Source: an optimization exercise on an open RTL-to-GDS flow (aim: small area, a short achievable clock period and few clock cycles per item). Production flows keep margins and buffers that such runs may drop. Where RTL was checked, it was by simulation tests only, not by an equivalence proof against the original.

## old
==> flow/design.v <==
`timescale 1ns / 1ps
module ASCON_SBOX(
input  [63:0] Xark0, Xark1, Xark2, Xark3, Xark4,
output [63:0] Xsb0, Xsb1, Xsb2, Xsb3, Xsb4
);
wire [63:0] a0 = Xark0 ^ Xark4;
wire [63:0] a1 = Xark1;
wire [63:0] a2 = Xark2 ^ Xark1;
wire [63:0] a3 = Xark3;
wire [63:0] a4 = Xark4 ^ Xark3;
wire [63:0] c0 = a0 ^ (~a1 & a2);
wire [63:0] c1 = a1 ^ (~a2 & a3);
wire [63:0] c2 = a2 ^ (~a3 & a4);
wire [63:0] c3 = a3 ^ (~a4 & a0);
wire [63:0] c4 = a4 ^ (~a0 & a1);
assign Xsb0 = c0 ^ c4;
assign Xsb1 = c1 ^ c0;
assign Xsb2 = ~c2;
assign Xsb3 = c3 ^ c2;
assign Xsb4 = c4;
endmodule
`timescale 1ns / 1ps
module ASCON_ROUND_FUNCTION(
input  [63:0] Xi0, Xi1, Xi2, Xi3, Xi4,
input   [3:0] rnd,
output [63:0] Xo0, Xo1, Xo2, Xo3, Xo4
);
wire [63:0] s0, s1, s2, s3, s4;
ASCON_SBOX sbox (
    .Xark0(Xi0), .Xark1(Xi1), .Xark2(Xi2 ^ {56'b0, ~rnd, rnd}), .Xark3(Xi3), .Xark4(Xi4),
    .Xsb0(s0), .Xsb1(s1), .Xsb2(s2), .Xsb3(s3), .Xsb4(s4)
);
assign Xo0 = s0 ^ {s0[18:0], s0[63:19]} ^ {s0[27:0], s0[63:28]};
assign Xo1 = s1 ^ {s1[60:0], s1[63:61]} ^ {s1[38:0], s1[63:39]};
assign Xo2 = s2 ^ {s2[ 0:0], s2[63: 1]} ^ {s2[ 5:0], s2[63: 6]};
assign Xo3 = s3 ^ {s3[ 9:0], s3[63:10]} ^ {s3[16:0], s3[63:17]};
assign Xo4 = s4 ^ {s4[ 6:0], s4[63: 7]} ^ {s4[40:0], s4[63:41]};
endmodule
`timescale 1ns / 1ps
module ascon128_stream #(
    parameter R = 2
)(
input          clk, rst,
input          start, enc,
input  [127:0] key, nonce,
input          in_valid,
output         in_ready,
input   [63:0] in_data,
input    [3:0] in_bytes,
input          in_ad,
output         out_valid,
output  [63:0] out_data,
output         tag_valid,
output [127:0] tag
);
localparam [3:0] LAST = 12 - R;
reg  [63:0] S0, S1, S2, S3, S4;
reg  [63:0] O;
reg        idle_q, rnd_q, init_q, fin_q, wait_q, tag_q, txt_q, enc_q;
reg  [3:0] cnt;
reg        rdy_q;      
reg        take_q;     
reg        ov_q;
reg        pend_q, ad_q, last_q;
reg  [7:0] m_q, pad_q;
wire [63:0] x0 [0:R];
wire [63:0] x1 [0:R];
wire [63:0] x2 [0:R];
wire [63:0] x3 [0:R];
wire [63:0] x4 [0:R];
assign x0[0] = S0;
assign x1[0] = S1;
assign x2[0] = S2;
assign x3[0] = S3;
assign x4[0] = S4;
genvar g;
generate
for (g = 0; g < R; g = g + 1) begin : rounds
    ASCON_ROUND_FUNCTION rf (
        .Xi0(x0[g]), .Xi1(x1[g]), .Xi2(x2[g]), .Xi3(x3[g]), .Xi4(x4[g]),
        .rnd(cnt + g[3:0]),
        .Xo0(x0[g+1]), .Xo1(x1[g+1]), .Xo2(x2[g+1]), .Xo3(x3[g+1]), .Xo4(x4[g+1])
    );
end
endgenerate
wire last_rnd = rnd_q & (cnt == LAST);
wire absorb   = take_q;
wire a_txt    = absorb & !ad_q;
wire a_fin    = a_txt & last_q;
wire a_dec    = a_txt & !enc_q;
wire key_st   = last_rnd & (init_q | fin_q);
wire [63:0] m, pad;
genvar b;
generate
for (b = 0; b < 8; b = b + 1) begin : bytes
    assign m[63-8*b -: 8]   = {8{m_q[b]}};
    assign pad[63-8*b -: 8] = {pad_q[b], 7'b0};
end
endgenerate
wire [63:0] b0 = wait_q ? S0 : x0[R];
wire [63:0] b1 = wait_q ? S1 : x1[R];
wire [63:0] b2 = wait_q ? S2 : x2[R];
wire [63:0] b3 = wait_q ? S3 : x3[R];
wire [63:0] b4 = wait_q ? S4 : x4[R];
wire [63:0] keep = ~(m & {64{a_dec}});
wire [63:0] inj0 = ((in_data & m) ^ pad) & {64{absorb}};
always @(posedge clk) begin
    if (idle_q) begin
        S0 <= 64'h80400c0600000000;
        S1 <= key[127:64];
        S2 <= key[63:0];
        S3 <= nonce[127:64];
        S4 <= nonce[63:0];
    end else begin
        S0 <= (b0 & keep) ^ inj0;
        S1 <= b1 ^ (key[127:64] & {64{a_fin}});
        S2 <= b2 ^ (key[63:0]   & {64{a_fin}});
        S3 <= b3 ^ (key[127:64] & {64{key_st}});
        S4 <= b4 ^ (key[63:0]   & {64{key_st}}) ^ {63'b0, a_txt & !txt_q};
    end
    O <= b0 ^ in_data;
end
reg        idle_d, rnd_d, init_d, fin_d, wait_d, tag_d, txt_d, enc_d;
reg  [3:0] cnt_d;
always @(*) begin
    idle_d = idle_q;
    rnd_d  = rnd_q;
    init_d = init_q;
    fin_d  = fin_q;
    wait_d = wait_q;
    tag_d  = 1'b0;
    txt_d  = txt_q | a_txt;
    enc_d  = enc_q;
    cnt_d  = cnt + R[3:0];
    if (idle_q && start) begin
        idle_d = 1'b0;
        rnd_d  = 1'b1;
        init_d = 1'b1;
        fin_d  = 1'b0;
        txt_d  = 1'b0;
        enc_d  = enc;
        cnt_d  = 4'd0;
    end
    if (tag_q)
        idle_d = 1'b1;
    if (last_rnd) begin
        init_d = 1'b0;
        if (fin_q) begin
            rnd_d = 1'b0;
            tag_d = 1'b1;
        end else if (!absorb) begin
            rnd_d  = 1'b0;
            wait_d = 1'b1;
        end
    end
    if (absorb) begin
        wait_d = 1'b0;
        rnd_d  = 1'b1;
        fin_d  = a_fin;
        cnt_d  = a_fin ? 4'd0 : 4'd6;
    end
end
wire rdy_d  = wait_d | (rnd_d & !fin_d & (cnt_d == LAST));
wire pend_d = in_valid & !(in_valid & take_q);
always @(posedge clk, posedge rst) begin
    if (rst) begin
        idle_q <= 1'b1;
        rnd_q  <= 1'b0;
        init_q <= 1'b0;
        fin_q  <= 1'b0;
        wait_q <= 1'b0;
        tag_q  <= 1'b0;
        txt_q  <= 1'b0;
        enc_q  <= 1'b0;
        cnt    <= 4'd0;
        rdy_q  <= 1'b0;
        take_q <= 1'b0;
        ov_q   <= 1'b0;
        pend_q <= 1'b0;
    end else begin
        idle_q <= idle_d;
        rnd_q  <= rnd_d;
        init_q <= init_d;
        fin_q  <= fin_d;
        wait_q <= wait_d;
        tag_q  <= tag_d;
        txt_q  <= txt_d;
        enc_q  <= enc_d;
        cnt    <= cnt_d;
        rdy_q  <= rdy_d;
        take_q <= rdy_d & pend_d;
        ov_q   <= a_txt;
        pend_q <= pend_d;
    end
end
integer i;
always @(posedge clk) begin
    ad_q   <= in_ad;
    last_q <= !in_bytes[3];
    for (i = 0; i < 8; i = i + 1) begin
        m_q[i]   <= (i < in_bytes);
        pad_q[i] <= (i == in_bytes);
    end
end
assign in_ready  = take_q;
assign out_valid = ov_q;
assign out_data  = O;
assign tag_valid = tag_q;
assign tag       = {S3, S4};
endmodule
==> flow/config.mk <==
export PLATFORM = sky130hd
export DESIGN_NAME = ascon128_stream
export DESIGN_NICKNAME = ascon128_stream
export VERILOG_FILES = /design/flow/design.v
export SDC_FILE = /design/flow/constraint.sdc
export NUM_CORES = 8
export LEC_CHECK = 0
export CAP_MARGIN = 20
export CORE_MARGIN = 2
export CORE_UTILIZATION = 40
export SLEW_MARGIN = 20
==> flow/constraint.sdc <==
create_clock -name core_clock -period 10.0 [get_ports {clk}]
set_input_delay 2.0000 -clock core_clock [delete_from_list [all_inputs] [get_ports {clk}]]
set_output_delay 2.0000 -clock core_clock [all_outputs]
set_load 0.01 [all_outputs]
run.sh (not shown) runs the stock make flow with config.mk's settings and CLKGATE_MAP_FILE= SYNTH_SCRIPT=/design/flow/synth_recipe.tcl, a recipe that flattens the netlist after the stock synthesis.
The following lists how new was set up differently from old:
--- a/flow/design.v
+++ b/flow/design.v
@@ -39,5 +39,5 @@
 `timescale 1ns / 1ps
 module ascon128_stream #(
-    parameter R = 2
+    parameter R = 1
 )(
 input          clk, rst,
### Flow results
old → new: routed wire length went down 170 mm; largest net degree at the start of global routing went down 4.4%; layout buffering overhead excluding clock cells went up 1.9 points. Summary of the comparison: synthesized netlist cell count is lower in new, relative to old. From old to new the numbers moved as follows: slew of the pin with the lowest slew margin has decreased; count of final hold-check violations barely changed. NOTE: last weighted congestion value of the routability-driven placer in new falls short of that of old. Compare old and new | number of placement rows lower: new. new — share of synthesized cell area in full adder, half adder and majority cells 1.2 points lower, old as reference. Compared new vs old, and wire length of the first global-routing pass is down in new. Against old as the reference, new delivers a higher sequential element share of the synthesized area. Diff old and new: mean area per synthesized cell higher in old.
Function was not checked in any run of this note: the RTL went through the layout flow alone.

========
ascon128_stream, a different RTL version from the one above (not shown whole).
Size: about 5300 cells after synthesis, ~440 flip-flops, about 530 I/O pins, about 47000 um2 of cells after synthesis.
Design ascon128_stream, start of the top module:
module ascon128_stream #(
    parameter R = 2
)(
input          clk, rst,
input          start, enc,
input  [127:0] key, nonce,
input          in_valid,
output         in_ready,
input   [63:0] in_data,
input    [3:0] in_bytes,
input          in_ad,
output         out_valid,
output  [63:0] out_data,
output         tag_valid,
output [127:0] tag
);
==> flow/config.mk <==
export PLATFORM = sky130hd
export DESIGN_NAME = ascon128_stream
export DESIGN_NICKNAME = ascon128_stream
export VERILOG_FILES = /design/flow/design.v
export SDC_FILE = /design/flow/constraint.sdc
export NUM_CORES = 8
export LEC_CHECK = 0
export CAP_MARGIN = 20
export CORE_MARGIN = 2
export CORE_UTILIZATION = 40
export SLEW_MARGIN = 20
export SYNTH_HIERARCHICAL = 1
==> flow/constraint.sdc <==
create_clock -name core_clock -period 10.0 [get_ports {clk}]
set_input_delay 2.0000 -clock core_clock [delete_from_list [all_inputs] [get_ports {clk}]]
set_output_delay 2.0000 -clock core_clock [all_outputs]
set_load 0.01 [all_outputs]
standard.sh (not shown) runs the stock make flow with config.mk's settings and CLKGATE_MAP_FILE= SYNTH_SCRIPT=/design/flow/synth_recipe.tcl, a recipe that flattens the netlist after the stock synthesis.
==> flow/flow/run.sh <==
#!/bin/bash
# The standard layout (standard.sh), with plain buffers (buf_1) on the
# ports instead of the default delay-cell buffers. Every port still gets
# its own buffer. The make output goes to standard.log.
set -euo pipefail
export BUFFER_PORTS_ARGS="-buffer_cell sky130_fd_sc_hd__buf_1"
bash standard.sh > standard.log 2>&1
Edit:
--- a/flow/design.v
+++ b/flow/design.v
@@ -110,13 +110,13 @@
     else
         q <= d;
 end
 endmodule
 `timescale 1ns / 1ps
 module ascon128_stream #(
-    parameter R = 2
+    parameter R = 1
 )(
 input          clk, rst,
 input          start, enc,
 input  [127:0] key, nonce,
 input          in_valid,
 output         in_ready,
What happened:
- hold slack gains 4.5 ps
- clock-buffer cell count is lower by 7
- worst setup slack gains 3100 ps
- routed wire length is lower by 48%
- critical path depth is lower by 7
Testbench counts after the change, summed over its fixed seeds: cycles 23,122, bytes 19,747.
No functional check of the RTL was part of the first run of this note.

========
Setup of maple:
ascon128_stream, a different RTL version from the one above (not shown whole).
For scale: about 530 I/O pins.
Settings: LEC_CHECK=0, CAP_MARGIN=20, CORE_MARGIN=2, CORE_UTILIZATION=55, CTS_CLUSTER_DIAMETER=100, CTS_CLUSTER_SIZE=24, PLACE_DENSITY=0.75, SLEW_MARGIN=50, SYNTH_HIERARCHICAL=1; clock period 10.0 ns.
Scripts as last shown in full above: flow/flow/run.sh
Testbench counts of maple, summed over its fixed seeds: cycles 23,122, bytes 19,747.
Inputs modified between maple and cedar:
-- flow/design.v --
<<< maple, line 62
endgenerate
endmodule
module ASCON_ROUND_FUNCTION #(
    parameter ADD_RC = 1
)(
input  [63:0] Xi0, Xi1, Xi2, Xi3, Xi4,
input   [3:0] rnd,
>>> cedar, line 62
endgenerate
endmodule
module ASCON_ROUND_FUNCTION(
input  [63:0] Xi0, Xi1, Xi2, Xi3, Xi4,
input   [3:0] rnd,
<<< maple, line 70
);
wire [63:0] s0, s1, s2, s3, s4;
wire [63:0] Xc2 = ADD_RC ? (Xi2 ^ {56'b0, ~rnd, rnd}) : Xi2;
ASCON_SBOX sbox (
    .Xark0(Xi0), .Xark1(Xi1), .Xark2(Xc2), .Xark3(Xi3), .Xark4(Xi4),
    .Xsb0(s0), .Xsb1(s1), .Xsb2(s2), .Xsb3(s3), .Xsb4(s4)
);
>>> cedar, line 68
);
wire [63:0] s0, s1, s2, s3, s4;
ASCON_SBOX sbox (
    .Xark0(Xi0), .Xark1(Xi1), .Xark2(Xi2 ^ {56'b0, ~rnd, rnd}), .Xark3(Xi3), .Xark4(Xi4),
    .Xsb0(s0), .Xsb1(s1), .Xsb2(s2), .Xsb3(s3), .Xsb4(s4)
);
<<< maple, line 112
ASCON_AO22 ub (.a(s), .b(ws), .c(r), .e(rs), .y(b));
ASCON_XAND ud (.a(b), .b(k), .c(e), .y(d));
endmodule
module ASCON_NEXT_KT(input s, r, ws, rs, k, e, t, output d);
wire b, i;
ASCON_AO22 ub (.a(s), .b(ws), .c(r), .e(rs), .y(b));
ASCON_XAND ui (.a(t), .b(k), .c(e), .y(i));
ASCON_XOR2 ud (.a(b), .b(i), .y(d));
endmodule
module ASCON_NEXT_0(input s, r, ws, rs, x, e, output d, o);
>>> cedar, line 109
ASCON_AO22 ub (.a(s), .b(ws), .c(r), .e(rs), .y(b));
ASCON_XAND ud (.a(b), .b(k), .c(e), .y(d));
endmodule
module ASCON_NEXT_0(input s, r, ws, rs, x, e, output d, o);
<<< maple, line 195
generate
for (g = 0; g < R; g = g + 1) begin : rounds
    ASCON_ROUND_FUNCTION #(.ADD_RC(g != 0)) rf (
        .Xi0(x0[g]), .Xi1(x1[g]), .Xi2(x2[g]), .Xi3(x3[g]), .Xi4(x4[g]),
        .rnd(cnt + g[3:0]),
>>> cedar, line 186
generate
for (g = 0; g < R; g = g + 1) begin : rounds
    ASCON_ROUND_FUNCTION rf (
        .Xi0(x0[g]), .Xi1(x1[g]), .Xi2(x2[g]), .Xi3(x3[g]), .Xi4(x4[g]),
        .rnd(cnt + g[3:0]),
<<< maple, line 218
wire [NK-1:0] kst_c, k12_c;
wire idle_d, wait_d, kst_d, k12_d, take_d;
wire [7:0] rc_inj;
genvar c;
generate
>>> cedar, line 209
wire [NK-1:0] kst_c, k12_c;
wire idle_d, wait_d, kst_d, k12_d, take_d;
genvar c;
generate
<<< maple, line 255
    ASCON_NEXT_K n1 (.s(S1[i]), .r(x1[R][i]), .ws(ws_c[C]), .rs(rs_c[C]),
                     .k(key[64+i]), .e(k12_c[K]), .d(d1[i]));
    if (i < 8) begin : w2rc
        ASCON_NEXT_KT n2 (.s(S2[i]), .r(x2[R][i]), .ws(ws_c[C]), .rs(rs_c[C]),
                          .k(key[i]), .e(k12_c[K]), .t(rc_inj[i]), .d(d2[i]));
    end else begin : w2
        ASCON_NEXT_K n2 (.s(S2[i]), .r(x2[R][i]), .ws(ws_c[C]), .rs(rs_c[C]),
                         .k(key[i]), .e(k12_c[K]), .d(d2[i]));
    end
    ASCON_NEXT_N n3 (.s(S3[i]), .r(x3[R][i]), .ws(ws_c[C]), .rs(rs_c[C]),
                     .n(nonce[64+i]), .z(z_c[Z]), .k(key[64+i]), .e(kst_c[K]), .d(d3[i]));
>>> cedar, line 245
    ASCON_NEXT_K n1 (.s(S1[i]), .r(x1[R][i]), .ws(ws_c[C]), .rs(rs_c[C]),
                     .k(key[64+i]), .e(k12_c[K]), .d(d1[i]));
    ASCON_NEXT_K n2 (.s(S2[i]), .r(x2[R][i]), .ws(ws_c[C]), .rs(rs_c[C]),
                     .k(key[i]), .e(k12_c[K]), .d(d2[i]));
    ASCON_NEXT_N n3 (.s(S3[i]), .r(x3[R][i]), .ws(ws_c[C]), .rs(rs_c[C]),
                     .n(nonce[64+i]), .z(z_c[Z]), .k(key[64+i]), .e(kst_c[K]), .d(d3[i]));
<<< maple, line 313
    end
end
wire [3:0] rc_n   = idle_q ? 4'd0 : cnt_d;
assign rc_inj     = wait_q ? 8'd0 : {~rc_n, rc_n};
wire nl_d   = rnd_d & !fin_d & (cnt_d == LAST);
wire pend_d = in_valid & !(in_valid & take_q);
>>> cedar, line 298
    end
end
wire nl_d   = rnd_d & !fin_d & (cnt_d == LAST);
wire pend_d = in_valid & !(in_valid & take_q);
==> comparison <==
Taking maple as the reference, in cedar core utilization fell by 0.64 points, synthesis-to-layout area growth fell by 1.1 points. Taking maple as the reference, in cedar final net count fell about 0.9%, data-path buffer share of cell area in the final layout fell 0.59 points. cedar against maple: synthesized netlist cell count fell about 0.65%, pre-CTS setup slack rose 0.18 ns. Delta (cedar minus maple): post-route fraction of the period consumed by the critical path roughly the same. Comparing maple with cedar, the multiplexer share of the synthesized area came out essentially unchanged. Going from maple to cedar, the sequential share of layout area was found to have gone up by 0.19 points.
No functional check of the RTL was part of cedar.

[re-timing with driven ports]
No port has a modelled driver above. Below, the same layouts with a new extraction and two added sets of constraints. Step 1: set_driving_cell puts a clkbuf_16 on clk and a buf_2 on each other input, an assumption about the parent block. Step 2 times the ports against the registers' clock, not the clock port: input delays grow and output delays shrink by t, the midpoint of the rising clock arrivals with the driver on. a / b / c = ideal ports / drivers / drivers and shift; a / b = the first two.
run	t, ns	setup slack, ns	worst setup path after step 2	worst register clock-pin slew, ns
old	0.782	3.866 / 3.866 / 3.866	register to register	0.08 / 0.08
new	0.696	6.092 / 6.027 / 6.195	register to register	0.07 / 0.07
the first run of note 2	0.736	3.024 / 3.024 / 3.024	register to register	0.07 / 0.07
the second run of note 2	0.694	6.114 / 6.114 / 6.114	register to register	0.07 / 0.07
maple	0.674	6.546 / 6.488 / 6.364	input to register	0.11 / 0.11
cedar	0.669	6.531 / 6.519 / 6.531	register to register	0.11 / 0.11
After both steps every run listed still meets setup and hold. For maple, which loses most, drivers alone change the setup slack by -0.058 ns; drivers and shift together by -0.182 ns.
